Source: an optimization exercise on an open RTL-to-GDS flow (aim: small area, a short achievable clock period and few clock cycles per item). Production flows keep margins and buffers that such runs may drop. Only simulation tests tie the RTL to the original design; equivalence was not proved. Power and IR drop assume default switching activity.

### flow/design.v
module magma (
    input  wire         clk,
    input  wire         reset_,
    input  wire         start,
    input  wire [63:0]  data_in,
    input  wire [255:0] key,
    input  wire         encr_decr,
    output wire [63:0]  data_out,
    output reg          done
);
    reg  [31:0] left, right;    
    reg  [31:0] rkey;           
    reg  [4:0]  round;          
    reg         busy;
    reg         en_de;          
    wire [31:0] sum = right + rkey;
    reg  [31:0] sub;
    always @* begin
        case (sum[3:0])
            4'h0: sub[3:0] = 4'hC;
            4'h1: sub[3:0] = 4'h4;
            4'h2: sub[3:0] = 4'h6;
            4'h3: sub[3:0] = 4'h2;
            4'h4: sub[3:0] = 4'hA;
            4'h5: sub[3:0] = 4'h5;
            4'h6: sub[3:0] = 4'hB;
            4'h7: sub[3:0] = 4'h9;
            4'h8: sub[3:0] = 4'hE;
            4'h9: sub[3:0] = 4'h8;
            4'hA: sub[3:0] = 4'hD;
            4'hB: sub[3:0] = 4'h7;
            4'hC: sub[3:0] = 4'h0;
            4'hD: sub[3:0] = 4'h3;
            4'hE: sub[3:0] = 4'hF;
            default: sub[3:0] = 4'h1;
        endcase
        case (sum[7:4])
            4'h0: sub[7:4] = 4'h6;
            4'h1: sub[7:4] = 4'h8;
            4'h2: sub[7:4] = 4'h2;
            4'h3: sub[7:4] = 4'h3;
            4'h4: sub[7:4] = 4'h9;
            4'h5: sub[7:4] = 4'hA;
            4'h6: sub[7:4] = 4'h5;
            4'h7: sub[7:4] = 4'hC;
            4'h8: sub[7:4] = 4'h1;
            4'h9: sub[7:4] = 4'hE;
            4'hA: sub[7:4] = 4'h4;
            4'hB: sub[7:4] = 4'h7;
            4'hC: sub[7:4] = 4'hB;
            4'hD: sub[7:4] = 4'hD;
            4'hE: sub[7:4] = 4'h0;
            default: sub[7:4] = 4'hF;
        endcase
        case (sum[11:8])
            4'h0: sub[11:8] = 4'hB;
            4'h1: sub[11:8] = 4'h3;
            4'h2: sub[11:8] = 4'h5;
            4'h3: sub[11:8] = 4'h8;
            4'h4: sub[11:8] = 4'h2;
            4'h5: sub[11:8] = 4'hF;
            4'h6: sub[11:8] = 4'hA;
            4'h7: sub[11:8] = 4'hD;
            4'h8: sub[11:8] = 4'hE;
            4'h9: sub[11:8] = 4'h1;
            4'hA: sub[11:8] = 4'h7;
            4'hB: sub[11:8] = 4'h4;
            4'hC: sub[11:8] = 4'hC;
            4'hD: sub[11:8] = 4'h9;
            4'hE: sub[11:8] = 4'h6;
            default: sub[11:8] = 4'h0;
        endcase
        case (sum[15:12])
            4'h0: sub[15:12] = 4'hC;
            4'h1: sub[15:12] = 4'h8;
            4'h2: sub[15:12] = 4'h2;
            4'h3: sub[15:12] = 4'h1;
            4'h4: sub[15:12] = 4'hD;
            4'h5: sub[15:12] = 4'h4;
            4'h6: sub[15:12] = 4'hF;
            4'h7: sub[15:12] = 4'h6;
            4'h8: sub[15:12] = 4'h7;
            4'h9: sub[15:12] = 4'h0;
            4'hA: sub[15:12] = 4'hA;
            4'hB: sub[15:12] = 4'h5;
            4'hC: sub[15:12] = 4'h3;
            4'hD: sub[15:12] = 4'hE;
            4'hE: sub[15:12] = 4'h9;
            default: sub[15:12] = 4'hB;
        endcase
        case (sum[19:16])
            4'h0: sub[19:16] = 4'h7;
            4'h1: sub[19:16] = 4'hF;
            4'h2: sub[19:16] = 4'h5;
            4'h3: sub[19:16] = 4'hA;
            4'h4: sub[19:16] = 4'h8;
            4'h5: sub[19:16] = 4'h1;
            4'h6: sub[19:16] = 4'h6;
            4'h7: sub[19:16] = 4'hD;
            4'h8: sub[19:16] = 4'h0;
            4'h9: sub[19:16] = 4'h9;
            4'hA: sub[19:16] = 4'h3;
            4'hB: sub[19:16] = 4'hE;
            4'hC: sub[19:16] = 4'hB;
            4'hD: sub[19:16] = 4'h4;
            4'hE: sub[19:16] = 4'h2;
            default: sub[19:16] = 4'hC;
        endcase
        case (sum[23:20])
            4'h0: sub[23:20] = 4'h5;
            4'h1: sub[23:20] = 4'hD;
            4'h2: sub[23:20] = 4'hF;
            4'h3: sub[23:20] = 4'h6;
            4'h4: sub[23:20] = 4'h9;
            4'h5: sub[23:20] = 4'h2;
            4'h6: sub[23:20] = 4'hC;
            4'h7: sub[23:20] = 4'hA;
            4'h8: sub[23:20] = 4'hB;
            4'h9: sub[23:20] = 4'h7;
            4'hA: sub[23:20] = 4'h8;
            4'hB: sub[23:20] = 4'h1;
            4'hC: sub[23:20] = 4'h4;
            4'hD: sub[23:20] = 4'h3;
            4'hE: sub[23:20] = 4'hE;
            default: sub[23:20] = 4'h0;
        endcase
        case (sum[27:24])
            4'h0: sub[27:24] = 4'h8;
            4'h1: sub[27:24] = 4'hE;
            4'h2: sub[27:24] = 4'h2;
            4'h3: sub[27:24] = 4'h5;
            4'h4: sub[27:24] = 4'h6;
            4'h5: sub[27:24] = 4'h9;
            4'h6: sub[27:24] = 4'h1;
            4'h7: sub[27:24] = 4'hC;
            4'h8: sub[27:24] = 4'hF;
            4'h9: sub[27:24] = 4'h4;
            4'hA: sub[27:24] = 4'hB;
            4'hB: sub[27:24] = 4'h0;
            4'hC: sub[27:24] = 4'hD;
            4'hD: sub[27:24] = 4'hA;
            4'hE: sub[27:24] = 4'h3;
            default: sub[27:24] = 4'h7;
        endcase
        case (sum[31:28])
            4'h0: sub[31:28] = 4'h1;
            4'h1: sub[31:28] = 4'h7;
            4'h2: sub[31:28] = 4'hE;
            4'h3: sub[31:28] = 4'hD;
            4'h4: sub[31:28] = 4'h0;
            4'h5: sub[31:28] = 4'h5;
            4'h6: sub[31:28] = 4'h8;
            4'h7: sub[31:28] = 4'h3;
            4'h8: sub[31:28] = 4'h4;
            4'h9: sub[31:28] = 4'hF;
            4'hA: sub[31:28] = 4'hA;
            4'hB: sub[31:28] = 4'h6;
            4'hC: sub[31:28] = 4'h9;
            4'hD: sub[31:28] = 4'hC;
            4'hE: sub[31:28] = 4'hB;
            default: sub[31:28] = 4'h2;
        endcase
    end
    wire [31:0] fout = {sub[20:0], sub[31:21]};    
    reg  [7:0] ksel;
    wire [4:0] r2   = round + 5'd2;
    wire       rev  = en_de ? (r2[4:3] == 2'b11) : (r2[4:3] != 2'b00);
    wire [2:0] idx  = rev ? ~r2[2:0] : r2[2:0];
    always @(posedge clk or negedge reset_)
        if (~reset_)
            ksel <= 8'b0000_0001;
        else if (start)
            ksel <= 8'b0000_0010;
        else if (busy && round != 5'd31)
            ksel <= 8'b1 << idx;
        else
            ksel <= 8'b0000_0001;
    reg  [31:0] kmux;
    integer k;
    always @* begin
        kmux = 32'b0;
        for (k = 0; k < 8; k = k + 1)
            kmux = kmux | (key[255 - 32 * k -: 32] & {32{ksel[k]}});
    end
    always @(posedge clk)
        rkey <= kmux;
    always @(posedge clk)
        if (start) begin
            left  <= data_in[63:32];
            right <= data_in[31:0];
        end else if (busy) begin
            left  <= right;
            right <= left ^ fout;
        end
    assign data_out = {right, left};
    always @(posedge clk)
        if (start) begin
            round <= 5'd0;
            en_de <= encr_decr;
        end else if (busy)
            round <= round + 5'd1;
    always @(posedge clk or negedge reset_)
        if (~reset_) begin
            busy <= 1'b0;
            done <= 1'b0;
        end else if (start) begin
            busy <= 1'b1;
            done <= 1'b0;
        end else if (busy && round == 5'd31) begin
            busy <= 1'b0;
            done <= 1'b1;
        end
endmodule
### flow/flow/run.sh
#!/bin/bash
# Standard ORFS layout, but with the smallest buffer on every port and
# no half/full-adder cell extraction in synthesis.
set -euo pipefail
export BUFFER_PORTS_ARGS="-buffer_cell sky130_fd_sc_hd__buf_1"
bash standard.sh ADDER_MAP_FILE= > standard.log 2>&1
### flow/standard.sh
#!/bin/bash
# synth_recipe.tcl (not shown) runs the flow's synth.tcl, then flattens the netlist and writes it again
# the make line also repeats each setting of config.mk as NAME=value (left out here)
make -C /OpenROAD-flow-scripts/flow DESIGN_CONFIG=/design/flow/config.mk WORK_HOME=/design/flow/orfs CLKGATE_MAP_FILE= SYNTH_SCRIPT=/design/flow/synth_recipe.tcl "${@:-finish}"
### flow/config.mk
export PLATFORM = sky130hd
export DESIGN_NAME = magma
export DESIGN_NICKNAME = magma
export VERILOG_FILES = /design/flow/design.v
export SDC_FILE = /design/flow/constraint.sdc
export NUM_CORES = 4
export LEC_CHECK = 0
export CAP_MARGIN = 20
export CORE_MARGIN = 2
export CORE_UTILIZATION = 55
export CTS_BUF_LIST = sky130_fd_sc_hd__clkbuf_4 sky130_fd_sc_hd__clkbuf_8
export SETUP_SLACK_MARGIN = 4.5
export SLEW_MARGIN = 20
### flow/constraint.sdc
create_clock -name core_clock -period 8.0 [get_ports {clk}]
set_input_delay 1.6000 -clock core_clock [delete_from_list [all_inputs] [get_ports {clk}]]
set_output_delay 1.6000 -clock core_clock [all_outputs]
set_load 0.01 [all_outputs]
==> flow_summary.html <==
<table>
<tr><th>Metric</th><th>Value</th></tr>
<tr><th colspan="2">Yosys</th></tr>
<tr><td>Post-Syn Instances</td><td>969</td></tr>
<tr><td>Total nets after synthesis</td><td>1293</td></tr>
<tr><td>Largest family of logic cells by synthesized area</td><td>compound AO/OA/AOI/OAI gates</td></tr>
<tr><td>Synthesized-area fraction occupied by adder cells</td><td>1.67%</td></tr>
<tr><td>Count of flip-flops with a built-in enable after synthesis</td><td>65</td></tr>
<tr><td>Cell Area, Synth</td><td>8700 um^2</td></tr>
<tr><td>Flop and latch count out of synthesis</td><td>112</td></tr>
<tr><td>Warnings, synthesis</td><td>1</td></tr>
<tr><td>Share of the synthesized netlist area taken by xor and xnor gates</td><td>11.2%</td></tr>
<tr><td>Fraction of synthesized area in multiplexers</td><td>6.40%</td></tr>
<tr><td>Simple-gate share of the synthesized area</td><td>15.6%</td></tr>
<tr><td>Dominant register cell in the synthesized netlist</td><td>edfxtp_1</td></tr>
<tr><td>Asr flop ratio synth</td><td>8.93%</td></tr>
<tr><td>Proportion of synthesized chip area in sequential cells</td><td>33.8%</td></tr>
<tr><td>Complex-gate fraction of the synthesized area</td><td>27.7%</td></tr>
<tr><td>Avg Synthesized Cell Area</td><td>8.98 um^2</td></tr>
<tr><td>Unique cell type count in the Yosys netlist</td><td>86</td></tr>
<tr><th colspan="2">Final layout</th></tr>
<tr><td>Util after Layout</td><td>72.6%</td></tr>
<tr><td>Fillcell total</td><td>1207</td></tr>
<tr><td>Most used cells in the layout excluding fill and tap cells</td><td>buf_1, a22oi_1, nor2_1</td></tr>
<tr><td>Layout overhead on the synthesized area</td><td>27.8%</td></tr>
<tr><td>Number of nets in the final layout</td><td>1670</td></tr>
<tr><td>Proportion of layout cells with a drive suffix above 1</td><td>14.0%</td></tr>
<tr><td>Most common library cell in the layout ignoring fill and taps</td><td>buf_1</td></tr>
<tr><td>Post-route non-filler standard cell count</td><td>1574</td></tr>
<tr><th colspan="2">Placement</th></tr>
<tr><td>Cell Count Post-Placement</td><td>1512</td></tr>
<tr><td>Global placement routability congestion</td><td>1.07</td></tr>
<tr><td>Number of I/O port buffers</td><td>388</td></tr>
<tr><td>Total half-perimeter wirelength after legalization and detailed placement</td><td>28.9 mm</td></tr>
<tr><td>Pre-CTS WS</td><td>4190 ps</td></tr>
<tr><th colspan="2">Clock network</th></tr>
<tr><td>H-tree Lvls</td><td>3</td></tr>
<tr><td>Root Buffer Master</td><td>clkbuf_8</td></tr>
<tr><td>Number of clock sinks seen by CTS</td><td>112</td></tr>
<tr><td>Clock insertion delay at the later pin of the skew report</td><td>410 ps</td></tr>
<tr><td>Cts bufs inserted</td><td>9</td></tr>
<tr><td>Post-CTS clock slew at the launch and capture registers of the worst setup and hold paths</td><td>120 ps</td></tr>
<tr><td>Maximum buffer depth of the clock tree</td><td>2</td></tr>
<tr><td>Clock tree from TritonCTS</td><td>done</td></tr>
<tr><th colspan="2">Setup path</th></tr>
<tr><td>Largest delay share family, worst path</td><td>simple AND/OR/NAND/NOR gates</td></tr>
<tr><td>Required @ worst endpoint</td><td>8130 ps</td></tr>
<tr><td>Library cell contributing the largest single delay on the critical path</td><td>or4b_4</td></tr>
<tr><td>Cell-by-cell trace of the critical path</td><td>or2_2 &gt; and3_1 &gt; a21o_1 &gt; o2111ai_2 &gt; nand4_4 &gt; a31oi_4 &gt; o31ai_4 &gt; xor2_2 &gt; buf_4 &gt; or4b_4 &gt; o31ai_4 &gt; xnor2_1 &gt; o21ai_1</td></tr>
<tr><td>Slowest cell delay on critical path</td><td>550 ps</td></tr>
<tr><td>Critical Path Most Common Cell</td><td>o31ai_4</td></tr>
<tr><td>Kind of start point of the critical path</td><td>register</td></tr>
<tr><td>Worst flop-to-flop path endpoint</td><td>right[4]</td></tr>
<tr><td>Buf+Inv Stages, Crit Path</td><td>1</td></tr>
<tr><td>Count of cells along the worst register-to-register path</td><td>13</td></tr>
<tr><td>Number of stages on the worst setup path</td><td>13</td></tr>
<tr><td>CP arrival</td><td>3830 ps</td></tr>
<tr><td>Nature of the critical path endpoint</td><td>register</td></tr>
<tr><td>Worst setup path class</td><td>register to register</td></tr>
<tr><td>Maximum fanout count along the critical path</td><td>5</td></tr>
<tr><td>Reg2reg setup slack</td><td>4300 ps</td></tr>
<tr><td>Source of the worst register-to-register timing path</td><td>right[2]</td></tr>
<tr><th colspan="2">Pwr</th></tr>
<tr><td>Net switching component of the power</td><td>0.00279 W</td></tr>
<tr><td>Int Pwr</td><td>0.00274 W</td></tr>
<tr><td>Clock network fraction of total power</td><td>6.3%</td></tr>
<tr><td>Highest ir drop seen on vdd</td><td>0.000252 V</td></tr>
<tr><td>Leakage power</td><td>3.83 nW</td></tr>
<tr><td>Fraction of power spent switching nets</td><td>50.5%</td></tr>
<tr><td>Cell area power density</td><td>496 nW/um^2</td></tr>
<tr><td>Fraction of power consumed by combinational cells</td><td>72.7%</td></tr>
<tr><td>Register share of total power</td><td>21.0%</td></tr>
<tr><th colspan="2">Floorplanning</th></tr>
<tr><td>Die height</td><td>130 um</td></tr>
<tr><td>Number of rows created at floorplan</td><td>45</td></tr>
<tr><td>Std-Cell Core Area</td><td>15300 um^2</td></tr>
<tr><td>Count of boundary I/O pins</td><td>389</td></tr>
<tr><td>Die boundary width</td><td>130 um</td></tr>
<tr><td>Die area</td><td>16800 um^2</td></tr>
<tr><td>Initial core utilization</td><td>56.8%</td></tr>
<tr><th colspan="2">Timing</th></tr>
<tr><td>Achievable frequency</td><td>271 MHz</td></tr>
<tr><td>Max Slew Vio Count</td><td>0</td></tr>
<tr><td>Worst slew slack as a fraction of its limit</td><td>39.4%</td></tr>
<tr><td>Transition at the pin with the smallest max-transition slack</td><td>909 ps</td></tr>
<tr><td>Post-route setup slack</td><td>4300 ps</td></tr>
<tr><td>RSZ-0062 raised after global routing</td><td>true</td></tr>
<tr><td>Summed negative setup slack over all endpoints</td><td>0 ps</td></tr>
<tr><td>Number of setup violations in the final report</td><td>0</td></tr>
<tr><td>Time the worst path needs with I/O delays and setup</td><td>3700 ps</td></tr>
<tr><td>Final Cycle Share</td><td>46.2%</td></tr>
<tr><td>Hold Violations, Final</td><td>0</td></tr>
<tr><td>Skew final</td><td>13.1 ps</td></tr>
<tr><th colspan="2">Global route</th></tr>
<tr><td>Number of global-route vias before repair</td><td>8888</td></tr>
<tr><td>Overflow left after global routing</td><td>0</td></tr>
<tr><td>Overall routing resource usage</td><td>42.1%</td></tr>
<tr><td>First-pass GRT wire length</td><td>52.3 mm</td></tr>
<tr><td>Antenna violations before repair</td><td>13</td></tr>
<tr><td>Pin count of the biggest net entering global routing</td><td>68</td></tr>
<tr><th colspan="2">Drt</th></tr>
<tr><td>Routed wire length</td><td>37.4 mm</td></tr>
<tr><td>Vias per Instance</td><td>6.46</td></tr>
<tr><td>Count of routing violations after the opening detailed-route iteration</td><td>1049</td></tr>
<tr><td>Routed wirelength normalized by instance count</td><td>23.7 um</td></tr>
<tr><td>Number of iterations in the first detailed-routing pass</td><td>6</td></tr>
<tr><td>Via count</td><td>10200</td></tr>
<tr><td>Number of antenna-violating nets in the routed design</td><td>0</td></tr>
<tr><td>Remaining design rule violation count</td><td>0</td></tr>
<tr><th colspan="2">Hold path</th></tr>
<tr><td>Start point of the worst hold path</td><td>done</td></tr>
<tr><td>Worst hold path stage count</td><td>2</td></tr>
<tr><td>Worst Hold Endpoint</td><td>done</td></tr>
<tr><td>Worst min-delay path category</td><td>register to register</td></tr>
<tr><th colspan="2">Flow run</th></tr>
<tr><td>Max-cap violations</td><td>0</td></tr>
<tr><th colspan="2">Run status</th></tr>
<tr><td>Status</td><td>timing/DRC/antenna clean</td></tr>
</table>
## Yosys cell counts, drive strengths merged, types with 12 or more instances
library cell,number,area [um^2]
nand2,61,229
edfxtp,65,1950
a31oi,18,128
dfxtp,37,741
a21oi,59,310
nand4,35,234
a22oi,130,976
nor3,27,140
nand3,15,75.1
o21ai,52,264
nor2,76,285
mux2,45,507
xor2,44,400
xnor2,65,577
buf,13,81.3
o31ai,12,95.1
clkbuf,52,198
maj3,14,145
## worst max path at each step
stage                   start        end  slack (ps)
floorplan           right[10]   right[5]        4560
global placement     right[7]   right[0]        4320
detailed placement   right[0]  right[25]        4190
CTS                  right[7]  right[25]        4420
global route         right[7]   right[4]        4210
finish               right[2]   right[4]        4300
## repair_timing
action / in CTS / in global routing
pin swaps: 6 / 21
resized for setup: 36 / 37
setup buffers: 18 / 16
hold endpoints to repair: 0 / 0
hold buffers: 0 / 0
endpoints found under the setup margin: 23 / 26
## kinds of logic after synthesis
kind of cell / Yosys count
buffers and inverters: 73
DFF: 112
muxes: 50
AOI/OAI and AO/OA: 339
and+or+nand+nor: 272
adders and majority gates: 14
xor gates and xnor gates: 109
## routing by layer
layer | global-route usage (%) | part of all wire [%] | wire length [um]
met1 | 55.5 | 38 | 14100
met2 | 63.8 | 44 | 16500
met3 | 13.9 | 14 | 5070
met4 | 18.0 | 4.5 | 1680
met5 | 0 | 0.15 | 55
## cell type report
type | instances | area [um^2] | share of cell area, %
antenna | 12 | 30.0 | 0.270
clock buffer | 9 | 124 | 1.11
clock inverter | 7 | 73.8 | 0.664
inverter | 8 | 30.0 | 0.270
multi-input combinational | 784 | 5870 | 52.8
sequential | 112 | 2950 | 26.5
tap | 211 | 264 | 2.37
timing repair buffer | 431 | 1790 | 16.1
## registers in the layout, indices dropped and copies added, names as in the netlist
signal	flops
done	1
busy	1
round	5
left	32
ksel	8
rkey	32
en_de	1
right	32
## worst reg2reg max path, delay by kind of cell, from the launching register on
family / cells / cell delay (ps)
AO/OA/AOI/OAI: 6 / 1140
XOR/XNOR: 2 / 360
buffers and inverters: 1 / 180
flip-flops: 1 / 480
AND/OR/NAND/NOR: 4 / 1280
## stage by stage
| stage | hold WS (ps) | power (W) | cell area [um^2] |
|---|---|---|---|
| after floorplan | 529 | 0.00367 | 8700 |
| after global placement | 485 | 0.00438 | 10200 |
| after detailed placement | 494 | 0.00446 | 10200 |
| after CTS | 522 | 0.00512 | 10700 |
| after global routing | 566 | 0.00585 | 11100 |
| final | 526 | 0.00552 | 11100 |
## power by group through the flow
stage	Clock (W)	Combinational [W]	Sequential [W]
finish	0.000349	0.00402	0.00116
global route	0.000369	0.00431	0.00117
CTS	0.000350	0.00363	0.00114
detailed placement	0	0.00329	0.00118
global placement	0	0.00321	0.00117
floorplan	0	0.00258	0.00108
Testbench counts, summed over its fixed seeds: cycles 13,056, items 384.

## what the ideal ports hide
The results above use ideal ports. As a check the final layout listed here was re-extracted and re-timed, cells and wires unchanged.
Step 1 (the two cells are an assumption about what drives the block):
set clk [get_ports {clk}]
set_driving_cell -lib_cell sky130_fd_sc_hd__clkbuf_16 $clk
set_driving_cell -lib_cell sky130_fd_sc_hd__buf_2 [delete_from_list [all_inputs] $clk]
Step 2 times the ports against the registers' clock, not the clock port: input delays grow and output delays shrink by t, the midpoint of the rising clock arrivals with the driver on.
Three values: no drivers, after step 1, after step 2; two values: the first two.
t, ns: 0.444
setup slack, ns: 4.303 / 4.303 / 4.303
latest minus earliest clock arrival (ns): 0.014 / 0.014
cell pins on the clock port's net: 1
After both steps setup and hold are still met in this run. The setup slack of this run moves by 0.000 ns with the drivers and by 0.000 ns with both steps.
